Context: an optimization exercise on an open-source flow, tuned for small area. The choices shown serve that exercise and are no tape-out recipe. Function was checked by simulation only, so behaviour that the tests miss may differ from the original. Power figures rest on the tool's default switching activity, not on a simulated workload.

--- config.mk ---
export PLATFORM = sky130hd
export DESIGN_NAME = adc_fsm
export DESIGN_NICKNAME = adc_fsm
export VERILOG_FILES = /design/flow/design.v
export SDC_FILE = /design/flow/constraint.sdc
export NUM_CORES = 4
export LEC_CHECK = 0
export CAP_MARGIN = 0
export CORE_MARGIN = 2
export CORE_UTILIZATION = 65
export SLEW_MARGIN = 0
export SYNTH_HIERARCHICAL = 1
export SYNTH_MINIMUM_KEEP_SIZE = 0
--- constraint.sdc ---
create_clock -name core_clock -period 8.0 [get_ports {clk}]
set_input_delay 1.6000 -clock core_clock [delete_from_list [all_inputs] [get_ports {clk}]]
set_output_delay 1.6000 -clock core_clock [all_outputs]
set_load 0.01 [all_outputs]
--- design.v ---
`timescale 1ns / 1ps
module adc_fsm ( clk, rst, start_fsm, stop_sampling, samplingInProcess, configInProcess, CSnot, SCLK, SSTRB,
                 DIN, DOUT, ADC_ValueCH1, ADC_ValueCH2, ADC_ValueCH3 , sample_updated );
input             clk;
input             rst;
input             start_fsm;
input             stop_sampling;
input             DOUT;
output            SSTRB;
output            DIN;
output            SCLK;
output            CSnot;
output            samplingInProcess;
output            configInProcess;
output reg [15:0] ADC_ValueCH1;
output reg [15:0] ADC_ValueCH2;
output reg [15:0] ADC_ValueCH3;
output            sample_updated;
localparam [3:0] J_A   = 4'b0000,
                 J_B   = 4'b0100,
                 J_C1F = 4'b1101,
                 J_S1  = 4'b0001;
localparam [6:0] T_DONE = 7'd34,
                 T_IDLE = 7'd35,
                 T_W0   = 7'd36,
                 T_W1   = 7'd37,
                 T_CEND = 7'd125,
                 T_LAST = 7'd127;
reg  [3:0] js;
reg  [6:0] t;
reg  [2:0] cw;        
wire       pend = js[3];
wire       cfg  = js[2];
wire [1:0] ch   = js[1:0];
wire       ch3  = (ch == 2'd3);
wire done_spi = (t == T_DONE);
wire waiting  = (t >= T_W0);
wire last     = (t == T_LAST);
wire smp      = ~pend & ~cfg & (ch != 2'd0);      
wire conf     = cfg & (ch != 2'd0);               
always @(posedge clk)
  if (rst)
    js <= J_A;
  else if (stop_sampling)
    js <= pend ? {2'b10, ch} : J_A;
  else if (pend & ~cfg)                           
    js <= start_fsm ? J_B : J_A;
  else if (js == J_A)
    js <= start_fsm ? J_B : J_A;
  else if (js == J_B)
    js <= J_C1F;
  else if (done_spi & ~ch3)                       
    js <= {cfg, cfg, ch + 2'd1};
  else if (done_spi)                              
    js <= {1'b0, cfg, 2'b11};
  else if (last)
    js <= J_S1;
  else
    js <= {1'b0, js[2:0]};
assign configInProcess   = conf;
assign samplingInProcess = smp;
assign sample_updated    = (t == T_W1);
assign SSTRB             = 1'b0;
wire idle  = (t == T_IDLE) | done_spi;
wire sts   = smp & (t == T_IDLE);
wire start = idle & (pend | sts);
always @(posedge clk)
  if (rst)
    t <= T_IDLE;
  else if (idle)
    t <= start ? 7'd0 :
         (done_spi & ~stop_sampling & ch3 & ~pend & ~cfg) ? T_W0 :
         (done_spi & ~stop_sampling & ch3 & cfg) ? T_CEND : T_IDLE;
  else if ((waiting & stop_sampling) | last)
    t <= T_IDLE;
  else
    t <= t + 7'd1;
always @(posedge clk)
  if (idle)
    cw <= {pend, ch};
wire t_end = (t == 7'd32) | (t == 7'd33);    
assign SCLK  = (t >= 7'd1) & (t <= 7'd32);
reg nq;
assign DIN   = nq & (t <= 7'd8);
assign CSnot = (t >= 7'd34) | (t_end & nq);
always @(negedge clk)
  nq <= ~rst & ((t == 7'd0) | ((t == 7'd2) & (cw[1:0] == 2'd3)) | ((t == 7'd3) & (cw[1:0] == 2'd2)) |
                ((t == 7'd6) | (t == 7'd7)) & cw[2] | t_end);
wire shift_in = SCLK;
reg        dout_n;    
reg [15:0] ring1, ring2, ring3;
always @(negedge clk)
  dout_n <= DOUT;
always @(posedge clk) begin
  ring1 <= {ring1[14:0], (smp & (ch == 2'd1) & shift_in) ? dout_n : ring1[15]};
  ring2 <= {ring2[14:0], (smp & (ch == 2'd2) & shift_in) ? dout_n : ring2[15]};
  ring3 <= {ring3[14:0], (smp & ch3 & shift_in) ? dout_n : ring3[15]};
end
wire [2:0] ld_g, ld_h;
wire w0 = (t == T_W0);
adc_fsm_load u_load1 (.ld(w0), .rst(rst), .ld_g(ld_g[0]), .ld_h(ld_h[0]));
adc_fsm_load u_load2 (.ld(w0), .rst(rst), .ld_g(ld_g[1]), .ld_h(ld_h[1]));
adc_fsm_load u_load3 (.ld(w0), .rst(rst), .ld_g(ld_g[2]), .ld_h(ld_h[2]));
wire [15:0] ch1_new = {ring1[9:0], ring1[15:10]};
wire [15:0] ch2_new = {ring2[5:0], ring2[15:6]};
wire [15:0] ch3_new = {ring3[1:0], ring3[15:2]};
always @(posedge clk) begin
  ADC_ValueCH1 <= ({16{ld_g[0]}} & ch1_new) | ({16{ld_h[0]}} & ADC_ValueCH1);
  ADC_ValueCH2 <= ({16{ld_g[1]}} & ch2_new) | ({16{ld_h[1]}} & ADC_ValueCH2);
  ADC_ValueCH3 <= ({16{ld_g[2]}} & ch3_new) | ({16{ld_h[2]}} & ADC_ValueCH3);
end
endmodule
module adc_fsm_load ( ld, rst, ld_g, ld_h );
input        ld;
input        rst;
output       ld_g;
output       ld_h;
assign ld_g = ld & ~rst;
assign ld_h = ~ld & ~rst;
endmodule
--- flow/run.sh ---
#!/bin/bash
# Layout flow: the standard.sh (ORFS from synthesis to the final layout) with
#  - synthesis: the standard synthesis script, but ABC maps the combinational
#    logic with an area-oriented script, best of several seeds (flow/my_synth.tcl);
#  - ports buffered with the smallest buffer (buf_1);
#  - clock tree synthesis with CTS_BUFS and no dummy loads.
# make's full output goes to flow_make.log in this folder; ORFS's per-step logs are
# under orfs/logs/.
set -euo pipefail
HERE="$(cd "$(dirname "${BASH_SOURCE[0]}")" && pwd)"
CTS_BUFS="sky130_fd_sc_hd__clkbuf_8"
export BUFFER_PORTS_ARGS="-buffer_cell sky130_fd_sc_hd__buf_1"
export CTS_ARGS="-sink_clustering_enable -repair_clock_nets -buf_list $CTS_BUFS -dont_use_dummy_load"
bash standard.sh SYNTH_SCRIPT="$HERE/my_synth.tcl" finish > flow_make.log 2>&1
--- flow/my_synth.tcl ---
# The standard synthesis (synth_recipe.tcl, in the folder above) with two changes
# to the mapping of the combinational logic, neither of which touches the registers
# (dfflibmap, and everything before it, is exactly the standard synthesis's):
#  - adders are not pre-mapped to half/full adder cells (ADDER_MAP_FILE empty), so ABC
#    maps the counter's incrementer with the rest of the logic;
#  - ABC uses an area-oriented script (deepsyn, then area mapping) instead of ORFS's
#    speed script. deepsyn is a randomised search: the mapping is run with each seed
#    in my_seeds, and the seed giving the smallest cell area is used.
set my_flow_dir [file dirname [file normalize [info script]]]
set my_seeds {1 2 3 5 7}
set ::env(ADDER_MAP_FILE) ""

proc my_abc_script {seed} {
  set f [file join $::env(OBJECTS_DIR) abc_area_$seed.script]
  set fh [open $f w]
  puts $fh "&get -n\n&st\n&deepsyn -J 2000 -T 900 -S $seed\n&dch -f\n&nf -a -R 1000\n&put"
  close $fh
  return $f
}

proc my_area {} {
  set f [file join $::env(OBJECTS_DIR) abc_area_stat.txt]
  yosys tee -q -o $f stat -liberty [lindex $::env(LIB_FILES) 0]
  set fh [open $f r]; set txt [read $fh]; close $fh
  set total 0.0
  foreach {m a} [regexp -all -inline {Chip area for module [^:]*: ([0-9.]+)} $txt] { set total [expr {$total + $a}] }
  return $total
}

proc abc {args} {
  set i [lsearch -exact $args -script]
  if {$i < 0} { yosys abc {*}$args; return }
  yosys design -save my_pre_abc
  set best_seed [lindex $::my_seeds 0]; set best_area 1e12
  foreach seed $::my_seeds {
    yosys design -load my_pre_abc
    set a $args; lset a [expr {$i + 1}] [my_abc_script $seed]
    yosys abc {*}$a
    set area [my_area]
    puts "my_synth: deepsyn seed $seed area $area"
    if {$area < $best_area} { set best_area $area; set best_seed $seed }
  }
  puts "my_synth: using seed $best_seed (area $best_area)"
  yosys design -load my_pre_abc
  lset args [expr {$i + 1}] [my_abc_script $best_seed]
  yosys abc {*}$args
}

source [file join $my_flow_dir .. synth_recipe.tcl]
--- standard.sh ---
#!/bin/bash
# synth_recipe.tcl (not shown) runs the flow's synth.tcl, then flattens the netlist and writes it again
# the make line also repeats each setting of config.mk as NAME=value (left out here)
make -C /OpenROAD-flow-scripts/flow DESIGN_CONFIG=/design/flow/config.mk WORK_HOME=/design/flow/orfs CLKGATE_MAP_FILE= SYNTH_SCRIPT=/design/flow/synth_recipe.tcl "${@:-finish}"
==> notes.md <==
worst-path fanout max 2; Avg Inst Size Synth 12.6 um2; Clk Latency, worst-skew pair between 0.3 and 0.4 ns; Yosys reg bits roughly 110; Mapped Area 3200 um2; routability cong. 0.838; distinct cell type count after synthesis 29; switch share between 20% and 30%; Vias/cell roughly 5.5; Setup TNS Final 0 ns; CTS Buf Count 9; final wirelength 5680 um; CP Data Arrival Time 5.03 ns; ANT nets after route 0; Port Buffers 58; Post-DP HPWL ~3600 um; antenna cells 0; MaxCap Viol Count 0; NetSw 0.264 mW; total die area 5500 um2; slowest stage delay, CP 0.30 ns; final clock skew ~0.059 ns; Clk network pwr share 26.1%; worst slew pin tran between 1 and 1.5 ns; Hold Crit Class reg2reg; DP Cell Count around 380; hold wc startpoint ring2[4]; Max H-tree Level 3; Root Driver clkbuf_8; number of non-filler instances in the completed layout 388; sequential power share 61.4%; FF-to-FF Start t[0]; largest net degree at the start of global routing 19; Post-CTS Setup Inserts 0; Slew Viols, Final 0; Wirelength per Cell roughly 15 um; kind of critical path reg2out; Int Pwr approximately 0.73 mW; Critical Path Source Type register; Setup-failing EPs final 0; R2R depth 4; slowest CP cell dfxtp_1; status complete, no violations; Net count, final around 330; power share of the combinational group 12.6%; io pins 60; Leakage roughly 1.4 nW; CTS tree built; crit end category output pin; # DRC 0; Worst VDD drop between 0.15 and 0.2 mV; Post-CTS Resized 0; FF-to-FF End nq; Hold Path Depth 0; worst reg2reg setup slack roughly 2.8 ns; share of layout cells above drive strength 1 roughly 2.8%; YS warnings 7; CTS Buffer Depth 2; sequence of cells on the critical path nor2_1, a21oi_1, buf_1; sequential share of the synthesized area 71.1%; buffers and inverters on the worst path 1; Critical Path RT between 6 and 7 ns; Hold Buf Count CTS 0; die width between 70 and 80 um; core box area 4720 um2; PwrDens approximately 280 nW/um2; DR pass1 iterations 4; Starting DRT DRC Count slightly below 90; clock slew at reported path FFs roughly 0.1 ns; GRT Overall Usage roughly 22%; Syn Inst Count approximately 250; Rows 25; cell family with most CP delay flip-flops; clk sinks between 100 and 150; antenna violations before repair 0; vias after detailed routing between 2k and 2.5k; Layout area overhead 13.2%; Synth Net Count between 200 and 300; first-pass GRT wire length between 9000 and 10000 um; RSZ-0062 raised after global routing false; Fillers approximately 340; Die Y-Extent approximately 74 um; vias in the first global route a little under 2k; Worst Hold End ring2[5]; Initial Util about two thirds; total grt overflow 0; Rel. slew slack between 20% and 30%; final hold vios 0
-- sequential cells by signal (all words and copies together), names as in the netlist --
register and count:
ADC_ValueCH1 16, dout_n 1, ADC_ValueCH3 16, t 7, cw 3, ring3 16, js 4, ring2 16
ADC_ValueCH2 16, ring1 16, nq 1
-- worst reg2reg max path, delay by kind of cell (launching register included) --
family / cells / cell delay [ns]
AO/OA/AOI/OAI: 3 / 0.49
AND/OR/NAND/NOR: 1 / 0.09
flip-flops: 1 / 0.58
-- modules after synthesis, one instance, submodules excluded --
| module | cell area [um2] | cells inside |
|---|---|---|
| adc_fsm_load | 10.0 | 2 |
| adc_fsm | 3170 | 248 |
-- cell usage after synthesis --
cell type  instances  area share, %
a211oi_1           1           0.23
or2_0              1           0.20
conb_1             1           0.12
nor2_1            17            2.0
or3_1              1           0.20
o31ai_1            3           0.70
and2_0             1           0.20
o221a_1            1           0.35
o211ai_1           1           0.23
nor2b_1            5           0.98
edfxtp_1           3            2.8
dfxtp_1          109             68
nor3_1             7            1.1
o21ai_0            8            1.3
nor4_1             1           0.20
mux2i_1            1           0.31
a22o_1            48             13
and3_1             3           0.59
nand3_1            1           0.16
xnor2_1            1           0.27
mux2_1             3            1.1
and4b_1            1           0.31
clkinv_1           2           0.23
nor3b_1            3           0.70
buf_4              1           0.23
nand2_1           18            2.1
a21oi_1           10            1.6
or3b_1             1           0.27
a31oi_1            1           0.20
-- worst max-delay path by stage --
stage	from	endpoint	slack [ns]	cells past startpoint
CTS	nq	CSnot	1.35	3
detailed placement	nq	CSnot	1.73	3
floorplan	nq	CSnot	1.83	2
global route	nq	CSnot	1.32	3
global placement	nq	CSnot	1.77	3
finish	nq	CSnot	1.37	3
-- layout by cell type (no fill, tap or decap), drive strengths merged, types with 5 or more instances in the layout --
master  count
nor2b       5
o21ai       8
nor2       17
a21oi      10
a22o       48
nand2      18
dfxtp     109
clkbuf      9
nor3        7
buf        58
-- cells by family (layout without fill, tap and decap cells) --
logic type,after synthesis,count (layout),synth area share [%]
compound gates,73,73,17.7
flops,112,112,71.1
simple gates,60,60,9.00
buf+inv,3,70,0.470
mux,4,4,1.37
other cells,1,1,0.117
xor+xnor,1,1,0.274
-- cell type report --
cell class / count / area [um2] / area share [%]
flip-flops and latches: 112 / 2270 / 62.8
multi-input cells: 139 / 910 / 25.1
repair buffers: 58 / 218 / 6.02
clock buffers: 9 / 124 / 3.42
well taps: 67 / 83.8 / 2.32
clock inverters: 2 / 7.51 / 0.207
inverters: 1 / 3.75 / 0.104
-- per-stage QoR --
step	setup slack [ns]	utilization (%)	power, mW	hold slack (ns)	cell area [um2]
after floorplan	1.83	-	0.716	0.331	3200
after global placement	1.77	73.9	0.748	0.335	3490
after detailed placement	1.73	73.9	0.751	0.337	3490
after CTS	1.35	76.6	1.00	0.332	3620
after global routing	1.32	76.6	1.04	0.340	3620
final	1.37	76.6	0.998	0.332	3620
-- power by group through the flow --
stage / clock network, mW / logic, mW / registers, mW
after floorplan: 0.00250 / 0.0964 / 0.617
after global placement: 0.00250 / 0.123 / 0.623
after detailed placement: 0.00250 / 0.124 / 0.624
after CTS: 0.266 / 0.125 / 0.611
after global routing: 0.287 / 0.139 / 0.616
final: 0.260 / 0.125 / 0.612
-- layer usage --
metal / part of all wire, % / track usage (%)
met1: 48 / 29.3
met2: 46 / 32.3
met3: 5.1 / 7.32
met4: 1.0 / 10.1
met5: 0 / 0
